Context: an optimization exercise on an open-source flow, tuned for small area, a short achievable clock period and few clock cycles per item. The choices shown serve that exercise and are no tape-out recipe.
The RTL was checked by simulation tests, not by an equivalence proof against the original design.

$ cat run.sh
#!/bin/bash
# synth_recipe.tcl (not shown) runs the flow's synth.tcl, then flattens the netlist and writes it again
# the make line also repeats each setting of config.mk as NAME=value (left out here)
make -C /OpenROAD-flow-scripts/flow DESIGN_CONFIG=/design/flow/config.mk WORK_HOME=/design/flow/orfs CLKGATE_MAP_FILE= SYNTH_SCRIPT=/design/flow/synth_recipe.tcl finish
$ cat constraint.sdc
create_clock -name core_clock -period 7.0 [get_ports {clk_in}]
set_input_delay 1.4000 -clock core_clock [delete_from_list [all_inputs] [get_ports {clk_in}]]
set_output_delay 1.4000 -clock core_clock [all_outputs]
set_load 0.01 [all_outputs]
$ cat design.v
`timescale 1ns / 1ps
`default_nettype none
module aes_sbox(
    input wire [7:0] a,
    output wire [7:0] y
);
    wire x0 = a[7], x1 = a[6], x2 = a[5], x3 = a[4], x4 = a[3], x5 = a[2], x6 = a[1], x7 = a[0];
    wire y14;
    wire y13;
    wire y9;
    wire y8;
    wire t0;
    wire y1;
    wire y4;
    wire y12;
    wire y2;
    wire y5;
    wire y3;
    wire t1;
    wire y15;
    wire y20;
    wire y6;
    wire y10;
    wire y11;
    wire y7;
    wire y17;
    wire y19;
    wire y16;
    wire y21;
    wire y18;
    wire t2;
    wire t3;
    wire t4;
    wire t5;
    wire t6;
    wire t7;
    wire t8;
    wire t9;
    wire t10;
    wire t11;
    wire t12;
    wire t13;
    wire t14;
    wire t15;
    wire t16;
    wire t17;
    wire t18;
    wire t19;
    wire t20;
    wire t21;
    wire t22;
    wire t23;
    wire t24;
    wire t25;
    wire t26;
    wire t27;
    wire t28;
    wire t29;
    wire t30;
    wire t31;
    wire t32;
    wire t33;
    wire t34;
    wire t35;
    wire t36;
    wire t37;
    wire t38;
    wire t39;
    wire t40;
    wire t41;
    wire t42;
    wire t43;
    wire t44;
    wire t45;
    wire z0;
    wire z1;
    wire z2;
    wire z3;
    wire z4;
    wire z5;
    wire z6;
    wire z7;
    wire z8;
    wire z9;
    wire z10;
    wire z11;
    wire z12;
    wire z13;
    wire z14;
    wire z15;
    wire z16;
    wire z17;
    wire t46;
    wire t47;
    wire t48;
    wire t49;
    wire t50;
    wire t51;
    wire t52;
    wire t53;
    wire t54;
    wire t55;
    wire t56;
    wire t57;
    wire t58;
    wire t59;
    wire t60;
    wire t61;
    wire t62;
    wire t63;
    wire t64;
    wire t65;
    wire t66;
    wire s0;
    wire s6;
    wire s7;
    wire t67;
    wire s3;
    wire s4;
    wire s5;
    wire s1;
    wire s2;
    assign y14 = x3 ^ x5;
    assign y13 = x0 ^ x6;
    assign y9 = x0 ^ x3;
    assign y8 = x0 ^ x5;
    assign t0 = x1 ^ x2;
    assign y1 = t0 ^ x7;
    assign y4 = y1 ^ x3;
    assign y12 = y13 ^ y14;
    assign y2 = y1 ^ x0;
    assign y5 = y1 ^ x6;
    assign y3 = y5 ^ y8;
    assign t1 = x4 ^ y12;
    assign y15 = t1 ^ x5;
    assign y20 = t1 ^ x1;
    assign y6 = y15 ^ x7;
    assign y10 = y15 ^ t0;
    assign y11 = y20 ^ y9;
    assign y7 = x7 ^ y11;
    assign y17 = y10 ^ y11;
    assign y19 = y10 ^ y8;
    assign y16 = t0 ^ y11;
    assign y21 = y13 ^ y16;
    assign y18 = x0 ^ y16;
    assign t2 = y12 & y15;
    assign t3 = y3 & y6;
    assign t4 = t3 ^ t2;
    assign t5 = y4 & x7;
    assign t6 = t5 ^ t2;
    assign t7 = y13 & y16;
    assign t8 = y5 & y1;
    assign t9 = t8 ^ t7;
    assign t10 = y2 & y7;
    assign t11 = t10 ^ t7;
    assign t12 = y9 & y11;
    assign t13 = y14 & y17;
    assign t14 = t13 ^ t12;
    assign t15 = y8 & y10;
    assign t16 = t15 ^ t12;
    assign t17 = t4 ^ t14;
    assign t18 = t6 ^ t16;
    assign t19 = t9 ^ t14;
    assign t20 = t11 ^ t16;
    assign t21 = t17 ^ y20;
    assign t22 = t18 ^ y19;
    assign t23 = t19 ^ y21;
    assign t24 = t20 ^ y18;
    assign t25 = t21 ^ t22;
    assign t26 = t21 & t23;
    assign t27 = t24 ^ t26;
    assign t28 = t25 & t27;
    assign t29 = t28 ^ t22;
    assign t30 = t23 ^ t24;
    assign t31 = t22 ^ t26;
    assign t32 = t31 & t30;
    assign t33 = t32 ^ t24;
    assign t34 = t23 ^ t33;
    assign t35 = t27 ^ t33;
    assign t36 = t24 & t35;
    assign t37 = t36 ^ t34;
    assign t38 = t27 ^ t36;
    assign t39 = t29 & t38;
    assign t40 = t25 ^ t39;
    assign t41 = t40 ^ t37;
    assign t42 = t29 ^ t33;
    assign t43 = t29 ^ t40;
    assign t44 = t33 ^ t37;
    assign t45 = t42 ^ t41;
    assign z0 = t44 & y15;
    assign z1 = t37 & y6;
    assign z2 = t33 & x7;
    assign z3 = t43 & y16;
    assign z4 = t40 & y1;
    assign z5 = t29 & y7;
    assign z6 = t42 & y11;
    assign z7 = t45 & y17;
    assign z8 = t41 & y10;
    assign z9 = t44 & y12;
    assign z10 = t37 & y3;
    assign z11 = t33 & y4;
    assign z12 = t43 & y13;
    assign z13 = t40 & y5;
    assign z14 = t29 & y2;
    assign z15 = t42 & y9;
    assign z16 = t45 & y14;
    assign z17 = t41 & y8;
    assign t46 = z15 ^ z16;
    assign t47 = z10 ^ z11;
    assign t48 = z5 ^ z13;
    assign t49 = z9 ^ z10;
    assign t50 = z2 ^ z12;
    assign t51 = z2 ^ z5;
    assign t52 = z7 ^ z8;
    assign t53 = z0 ^ z3;
    assign t54 = z6 ^ z7;
    assign t55 = z16 ^ z17;
    assign t56 = z12 ^ t48;
    assign t57 = t50 ^ t53;
    assign t58 = z4 ^ t46;
    assign t59 = z3 ^ t54;
    assign t60 = t46 ^ t57;
    assign t61 = z14 ^ t57;
    assign t62 = t52 ^ t58;
    assign t63 = t49 ^ t58;
    assign t64 = z4 ^ t59;
    assign t65 = t61 ^ t62;
    assign t66 = z1 ^ t63;
    assign s0 = t59 ^ t63;
    assign s6 = t56 ^ ~t62;
    assign s7 = t48 ^ ~t60;
    assign t67 = t64 ^ t65;
    assign s3 = t53 ^ t66;
    assign s4 = t51 ^ t66;
    assign s5 = t47 ^ t65;
    assign s1 = t64 ^ ~s3;
    assign s2 = t55 ^ ~t67;
    assign y = {s0, s1, s2, s3, s4, s5, s6, s7};
endmodule
`default_nettype wire
`timescale 1ns / 1ps
`default_nettype none
module cipher(
    input wire clk_in,
    input wire rst_in,
    input wire start,
    input wire [127:0] block_in,
    input wire [127:0] key_in,
    output logic [127:0] result_out,
    output logic valid_out
);
    logic [127:0] state;
    logic [127:0] round_key;
    logic [3:0] round;   
    assign result_out = state;
    function automatic [7:0] byte_at(input [127:0] x, input integer r, input integer c);
        byte_at = x[127 - 8 * (4 * r + c) -: 8];
    endfunction
    function automatic [7:0] xtime(input [7:0] a);
        xtime = {a[6:0], 1'b0} ^ (a[7] ? 8'h1b : 8'h00);
    endfunction
    logic [7:0] rcon;
    always_comb begin
        case (round)
            4'd1: rcon = 8'h01;
            4'd2: rcon = 8'h02;
            4'd3: rcon = 8'h04;
            4'd4: rcon = 8'h08;
            4'd5: rcon = 8'h10;
            4'd6: rcon = 8'h20;
            4'd7: rcon = 8'h40;
            4'd8: rcon = 8'h80;
            4'd9: rcon = 8'h1b;
            default: rcon = 8'h36;
        endcase
    end
    wire last = (round == 4'd10);
    logic [127:0] next_key;
    genvar r, c;
    generate
        for (r = 0; r < 4; r = r + 1) begin : g_key
            wire [7:0] sub;
            aes_sbox ks(.a(byte_at(round_key, (r + 1) % 4, 3)), .y(sub));
            wire [7:0] t = (r == 0) ? (sub ^ rcon) : sub;
            wire [7:0] k0 = byte_at(round_key, r, 0);
            wire [7:0] k1 = byte_at(round_key, r, 1);
            wire [7:0] k2 = byte_at(round_key, r, 2);
            wire [7:0] k3 = byte_at(round_key, r, 3);
            assign next_key[127 - 8 * (4 * r + 0) -: 8] = k0 ^ t;
            assign next_key[127 - 8 * (4 * r + 1) -: 8] = (k0 ^ k1) ^ t;
            assign next_key[127 - 8 * (4 * r + 2) -: 8] = (k0 ^ k1 ^ k2) ^ t;
            assign next_key[127 - 8 * (4 * r + 3) -: 8] = (k0 ^ k1 ^ k2 ^ k3) ^ t;
        end
        logic [127:0] shifted;
        for (r = 0; r < 4; r = r + 1) begin : g_row
            for (c = 0; c < 4; c = c + 1) begin : g_col
                aes_sbox sb(.a(byte_at(state, r, (c + r) % 4)),
                            .y(shifted[127 - 8 * (4 * r + c) -: 8]));
            end
        end
        logic [127:0] next_state;
        for (c = 0; c < 4; c = c + 1) begin : g_mix
            wire [7:0] a0 = byte_at(shifted, 0, c);
            wire [7:0] a1 = byte_at(shifted, 1, c);
            wire [7:0] a2 = byte_at(shifted, 2, c);
            wire [7:0] a3 = byte_at(shifted, 3, c);
            wire [7:0] tot = a0 ^ a1 ^ a2 ^ a3;
            wire [7:0] m0 = tot ^ xtime(a0 ^ a1);
            wire [7:0] m1 = tot ^ xtime(a1 ^ a2);
            wire [7:0] m2 = tot ^ xtime(a2 ^ a3);
            wire [7:0] m3 = tot ^ xtime(a3 ^ a0);
            assign next_state[127 - 8 * (4 * 0 + c) -: 8] = a0 ^ byte_at(next_key, 0, c) ^ (last ? 8'h00 : m0);
            assign next_state[127 - 8 * (4 * 1 + c) -: 8] = a1 ^ byte_at(next_key, 1, c) ^ (last ? 8'h00 : m1);
            assign next_state[127 - 8 * (4 * 2 + c) -: 8] = a2 ^ byte_at(next_key, 2, c) ^ (last ? 8'h00 : m2);
            assign next_state[127 - 8 * (4 * 3 + c) -: 8] = a3 ^ byte_at(next_key, 3, c) ^ (last ? 8'h00 : m3);
        end
    endgenerate
    always_ff @(posedge clk_in) begin
        if (start) begin
            state <= block_in ^ key_in;
            round_key <= key_in;
        end else begin
            state <= next_state;
            round_key <= next_key;
        end
    end
    always_ff @(posedge clk_in) begin
        if (rst_in) begin
            round <= 4'd0;
            valid_out <= 1'b0;
        end else begin
            valid_out <= last;
            if (start) round <= 4'd1;
            else if (last) round <= 4'd0;
            else if (round != 4'd0) round <= round + 4'd1;
        end
    end
endmodule
`default_nettype wire
$ cat config.mk
export PLATFORM = sky130hd
export DESIGN_NAME = cipher
export DESIGN_NICKNAME = cipher
export VERILOG_FILES = /design/flow/design.v
export SDC_FILE = /design/flow/constraint.sdc
export NUM_CORES = 4
export LEC_CHECK = 0
export CAP_MARGIN = 30
export CORE_MARGIN = 2
export CORE_UTILIZATION = 40
export SLEW_MARGIN = 40
==> flow_summary.toml, run 1 <==
[global_routing]
grt_max_degree = 135
antenna_found_initial = 12
grt_pass1_vias = 51440
grt-ovfl-total = 0
grt_use_total_pct = 32.98
grt_pass1_wl_um = 343200

[logic_synthesis]
synthFlopType = "dfxtp_1"
syn_inst = 6575
synth_edf_count = 0
synthesis.area_sq_um = 54150
synthTopCellsByArea = "xnor2_1, xnor3_1, dfxtp_1, xor2_1, nand2_1"
ys_ff_latch = 261
yosys_warnings = 1
yosysTopAreaCell = "xnor2_1"
netlist.area_leader.share_pct = 18.75
synth_nets = 6920
yosysSeqAreaShare_pct = 9.649
ys_async_sr_fraction_pct = 0
synth_area_per_cell_sq_um = 8.235
synthDistinctLibCells = 129

[run]
drv_cap = 0

[setup_path]
cp_max_fo = 6
arrival_ns = 7.26
cpMostUsedCell = "xnor2_2"
slowest_stage = "or4b_4"
start_kind = "flip-flop"
path_cells = "xor3_2, xnor2_2, xnor2_2, inv_1, ha_1, xnor3_1, and3_1, nor3_2, nor3_1, mux4_2, or4b_4, xnor2_4, xor2_2, xnor3_2, xor2_2, xnor3_1, buf_4, xnor2_1, nor2_1, xnor2_2, o21ai_1"
startpoint = "state[9]"
max_stage_delay_ns = 0.57
cp_data_required_time_ns = 7.44
crit_path_end_kind = "flip-flop"
regToRegStartpoint = "state[9]"
critical_path_class = "flip-flop to flip-flop"

[clock_tree]
numCtsBuffers = 38
hold_buffers = 0
path_clk_slew_ns = 0.06
cts-root-buf = "clkbuf_16"
clock_latency_ns = 0.62
clock-sinks = 261
cts_tree = "built"
clk_path_buf_depth = 3
htree_levels = 2

[routing]
dr.first_iter.drc_count = 6634
vias_per_cell = 5.907
antenna_left = 0
wirelength_um = 238500
dr_total_vias = 55170
routedWlPerCell_um = 25.54
dr.pass1.iters = 5
drc = 0

[die]
core.rowCount = 135
initial_utilization_pct = 40.12
core_area_sq_um = 135000
io_pins = 388
die_w_um = 371.9
die_area_sq_um = 138300
die_h_um = 371.9

[placement]
place_congestion = 1.039
dp.cells = 9263
dpl_cell_area_sq_um = 65650
dp_slack_ns = -0.3844
hpwl_um = 196400
portBuffers = 387

[sta]
hold_viol_final = 0
setup_ws_ns = 0.1768
relSlewSlack_pct = 34.64
fin_crit_sh_pct = 97.47
slew_violations = 0
fin_tns_setup_ns = 0
min_period_ns = 6.823
tightest_slew_ns = 0.9734
rsz0062_at_grt = "yes"
setup_viol = 0
max_clock_freq_mhz = 146.6
worst_clock_skew_ns = 0.03141
whs_ns = 0.6206

[finish]
area_delta_synth_final_pct = 25.20
final_cell_mix = "xnor2_1, buf_4, nand2_1"
drive_gt1_share_pct = 18.64
fin_nets = 7873
post-route-util_pct = 50.23
final_cell_area_sq_um = 67800
final_common_cell = "xnor2_1"
stdcell_count = 9340

[outcome]
status = "timing/DRC/antenna clean"

[min_path]
worstHoldStart = "round_key[20]"
hp-class = "flip-flop to flip-flop"
[cells by family after synthesis]
logic type                 count (synthesis)  synth area share [%]
AOI/OAI and AO/OA                       1543                 19.29
xor gates and xnor gates                2132                 44.67
adders and majority gates                 92                 2.098
buffers and inverters                    550                 4.148
muxes                                    259                 5.040
and+or+nand+nor                         1738                 15.10
DFF                                      261                 9.649
[layer usage]
metal / global-route usage, % / wire length, um / part of all wire (%) / vias up
li1: - / - / - / 25340
met2: 50.96 / 103500 / 43 / 2680
met3: 5.889 / 21400 / 9.0 / 473
met4: 14.04 / 11960 / 5.0 / 10
met5: 0 / 59 / 0.025 / -
met1: 44.94 / 101600 / 43 / 26670
[synthesized netlist by cell type (140+ instances only)]
cell type,instances
a21oi_1,324
clkbuf_1,287
dfxtp_1,261
inv_1,140
mux2i_1,166
nand2_1,548
nand3_1,166
nor2_1,449
nor3_1,173
o21ai_0,367
xnor2_1,1159
xnor3_1,255
xor2_1,557
[what timing repair did]
action / CTS / global route
setup buffers: 0 / 6
pin swaps: 1 / 7
cloned: 0 / 0
endpoints found under the setup margin: 4 / 107
resized for setup: 9 / 120
[flip-flops by register name (all words and copies together), names as in the netlist]
register,count
round_key,128
state,128
round,4
valid_out,1
[worst paths after layout]
check	end	slack [ns]	cells after the start
setup / recovery	state[1]	0.18	21
hold / removal	round_key[20]	0.62	2
setup reg to reg	state[1]	0.18	21
hold reg to reg	round_key[20]	0.62	2
[critical path, delay by kind of cell, from the launching register on]
family / cells / cell delay [ns]
xor+xnor: 11 / 3.61
simple gates: 5 / 1.36
mux: 1 / 0.51
flops: 1 / 0.44
buf+inv: 2 / 0.28
fa+ha+maj: 1 / 0.23
compound gates: 1 / 0.20
[layout make-up]
type	instances	area, sq um
clock inverter	24	310.3
sequential	261	5239
tap	1781	2228
clock buffer	45	1037
fill	12970	67170
multi-input combinational	5764	47500
timing repair buffer	1318	10930
antenna	2	5.005
inverter	145	544.3
Testbench counts, summed over its fixed seeds: cycles 3,072, blocks 256.
==> run 2: changes to the inputs <==
--- a/design.v
+++ b/design.v
@@ -299,5 +299,5 @@
             end
         end
-        logic [127:0] next_state;
+        logic [127:0] mixed;
         for (c = 0; c < 4; c = c + 1) begin : g_mix
             wire [7:0] a0 = byte_at(shifted, 0, c);
@@ -310,18 +310,15 @@
             wire [7:0] m2 = tot ^ xtime(a2 ^ a3);
             wire [7:0] m3 = tot ^ xtime(a3 ^ a0);
-            assign next_state[127 - 8 * (4 * 0 + c) -: 8] = a0 ^ byte_at(next_key, 0, c) ^ (last ? 8'h00 : m0);
-            assign next_state[127 - 8 * (4 * 1 + c) -: 8] = a1 ^ byte_at(next_key, 1, c) ^ (last ? 8'h00 : m1);
-            assign next_state[127 - 8 * (4 * 2 + c) -: 8] = a2 ^ byte_at(next_key, 2, c) ^ (last ? 8'h00 : m2);
-            assign next_state[127 - 8 * (4 * 3 + c) -: 8] = a3 ^ byte_at(next_key, 3, c) ^ (last ? 8'h00 : m3);
+            assign mixed[127 - 8 * (4 * 0 + c) -: 8] = a0 ^ (last ? 8'h00 : m0);
+            assign mixed[127 - 8 * (4 * 1 + c) -: 8] = a1 ^ (last ? 8'h00 : m1);
+            assign mixed[127 - 8 * (4 * 2 + c) -: 8] = a2 ^ (last ? 8'h00 : m2);
+            assign mixed[127 - 8 * (4 * 3 + c) -: 8] = a3 ^ (last ? 8'h00 : m3);
         end
     endgenerate
+    wire [127:0] key_sel = start ? key_in : next_key;
+    wire [127:0] data_sel = start ? block_in : mixed;
     always_ff @(posedge clk_in) begin
-        if (start) begin
-            state <= block_in ^ key_in;
-            round_key <= key_in;
-        end else begin
-            state <= next_state;
-            round_key <= next_key;
-        end
+        state <= data_sel ^ key_sel;
+        round_key <= key_sel;
     end
     always_ff @(posedge clk_in) begin
==> flow_summary.toml, run 2 <==
[sta]
fin_crit_sh_pct = 97.52
rsz0062_at_grt = "yes"
min_period_ns = 6.827
fin_tns_setup_ns = 0
hold_viol_final = 0
max_clock_freq_mhz = 146.5
tightest_slew_ns = 0.9717
worst_clock_skew_ns = 0.03770
setup_viol = 0
setup_ws_ns = 0.1734
slew_violations = 0
whs_ns = 0.6078
relSlewSlack_pct = 34.54

[min_path]
worstHoldStart = "round_key[15]"
hp-class = "flip-flop to flip-flop"
holdPathEnd = "round_key[15]"
hold_depth = 3

[finish]
fin_nets = 8214
reg_top3 = "round_key: 128 flops, state: 128 flops, round: 4 flops"
final_cell_area_sq_um = 68400
drive_gt1_share_pct = 19.14
final_common_cell = "xnor2_1"
fillers = 12770
area_delta_synth_final_pct = 28.90
final_cell_mix = "xnor2_1, buf_4, nand2_1"
post-route-util_pct = 51.97
stdcell_count = 9663

[placement]
dp.cells = 9557
dpl_cell_area_sq_um = 65540
portBuffers = 387
place_congestion = 1.027
dp_slack_ns = -0.6429
hpwl_um = 205300

[logic_synthesis]
netlist.area_leader.share_pct = 18.98
yosys_warnings = 1
ys_ff_latch = 261
synthDistinctLibCells = 107
yosysTopAreaCell = "xnor2_1"
yosysSeqAreaShare_pct = 9.846
yosysMostFrequentCell = "xnor2_1"
synthTopCellsByCount = "xnor2_1, nand2_1, xor2_1, nor2_1, o21ai_0"
synthesis.area_sq_um = 53070
synth_area_per_cell_sq_um = 7.820
ys_async_sr_fraction_pct = 0
synthFlopType = "dfxtp_1"
synth_edf_count = 0
syn_inst = 6786
synthTopCellsByArea = "xnor2_1, dfxtp_1, xor2_1, xnor3_1, nand2_1"
synth_nets = 7131

[setup_path]
cpMostUsedCell = "xnor2_1"
cp_max_fo = 7
critical_path_buf_inv_count = 6
slowest_stage = "dfxtp_1"
cp_data_required_time_ns = 7.55
arrival_ns = 7.37
reg2reg_to = "state[11]"
crit_family = "XOR/XNOR gates"
regToRegStartpoint = "state[57]"
r2r_slack_ns = 0.17
critical_path_class = "flip-flop to flip-flop"
max_stage_delay_ns = 0.56
crit_path_end_kind = "flip-flop"
rr_worst_depth = 28
start_kind = "flip-flop"

[clock_tree]
clock_latency_ns = 0.60
hold_buffers = 0
cts_tree = "built"
cts-root-buf = "clkbuf_16"
clock-sinks = 261
path_clk_slew_ns = 0.07
numCtsBuffers = 38
clk_path_buf_depth = 3
htree_levels = 2

[routing]
vias_per_cell = 5.930
dr.pass1.iters = 6
drc = 0
antenna_left = 0
dr_total_vias = 57300
routedWlPerCell_um = 25.80
dr.first_iter.drc_count = 6766
wirelength_um = 249300

[die]
initial_utilization_pct = 40.31
die_w_um = 368.2
io_pins = 388
core.rowCount = 133
die_area_sq_um = 135600
die_h_um = 368.2
core_area_sq_um = 131600

[global_routing]
grt_max_degree = 170
grt_use_total_pct = 35.16
antenna_found_initial = 46
grt_pass1_vias = 53890
grt-ovfl-total = 0
grt_pass1_wl_um = 362300

[run]
drv_cap = 0

[outcome]
status = "timing/DRC/antenna clean"
-- run 2: routing by layer --
| layer | GRT usage, % | part of all wire [%] |
|---|---|---|
| met1 | 47.87 | 42 |
| met2 | 55.66 | 44 |
| met3 | 6.029 | 8.9 |
| met4 | 12.49 | 4.2 |
| met5 | 0 | 0.092 |
-- run 2: worst min-delay path, cell delays in order, from the launching register on --
cell and delay (ns):
dfxtp_1 0.32, xor2_1 0.09, nand2_1 0.07, nand2_1 0.07
-- run 2: kinds of logic after synthesis --
logic type | after synthesis | share of synthesized area [%]
adder cells (fa/ha/maj) | 91 | 2.122
buffers and inverters | 535 | 3.942
XOR/XNOR | 2049 | 42.23
AND/OR/NAND/NOR | 1912 | 16.38
flip-flops | 261 | 9.846
multiplexers | 209 | 4.166
AO/OA/AOI/OAI | 1729 | 21.32
-- run 2: repair_timing --
action,4_1_cts,5_1_grt
setup buffers,0,27
pin swaps,1,35
gates cloned,0,0
resized for setup,37,202
endpoints found under the setup margin,42,118
-- run 2: worst max-delay path by stage --
stage / to / slack, ns / startpoint / cells after the start
6_report: state[11] / 0.17 / state[57] / 28
5_1_grt: state[63] / -0.10 / state[1] / 26
4_1_cts: state[66] / -0.08 / state[98] / 25
3_5_place_dp: state[66] / -0.64 / state[95] / 24
3_3_place_gp: state[66] / -0.66 / state[95] / 24
2_1_floorplan: state[18] / -0.01 / state[28] / 25
-- run 2: layout make-up --
cell class / count / area (sq um) / share of cell area [%]
Multi-Input combinational cell: 5990 / 47090 / 68.84
Tap cell: 1755 / 2196 / 3.210
Inverter: 138 / 523.0 / 0.7646
Antenna cell: 12 / 30.03 / 0.04390
Clock buffer: 50 / 1107 / 1.619
Clock inverter: 17 / 210.2 / 0.3073
Sequential cell: 261 / 5253 / 7.679
Timing Repair Buffer: 1440 / 11990 / 17.53
Testbench counts of run 2, summed over its fixed seeds: cycles 3,072, blocks 256.

-- separate check: timing with driven ports --
No port has a modelled driver above. Below, the same layouts with a new extraction and two added sets of constraints. Step 1 (the two cells are an assumption about what drives the block):
set clk [get_ports {clk_in}]
set_driving_cell -lib_cell sky130_fd_sc_hd__clkbuf_16 $clk
set_driving_cell -lib_cell sky130_fd_sc_hd__buf_2 [delete_from_list [all_inputs] $clk]
Step 2 moves the port delays by t, midway between the first and last clock arrival at a register: inputs arrive t later, outputs are due t later. That takes back most of the time a late clock gives input paths. a / b / c = ideal ports / drivers / drivers and shift; a / b = the first two.
run	shift t [ns]	slack for setup (ns)	worst setup path at the end	latest minus earliest clock arrival (ns)	worst slew at a driven data input, ns
run 1	0.677	0.177 / 0.177 / 0.177	register to register	0.032 / 0.033	0.11
run 2	0.667	0.173 / 0.173 / 0.173	register to register	0.038 / 0.038	0.16
After both steps every run listed still meets setup and hold.
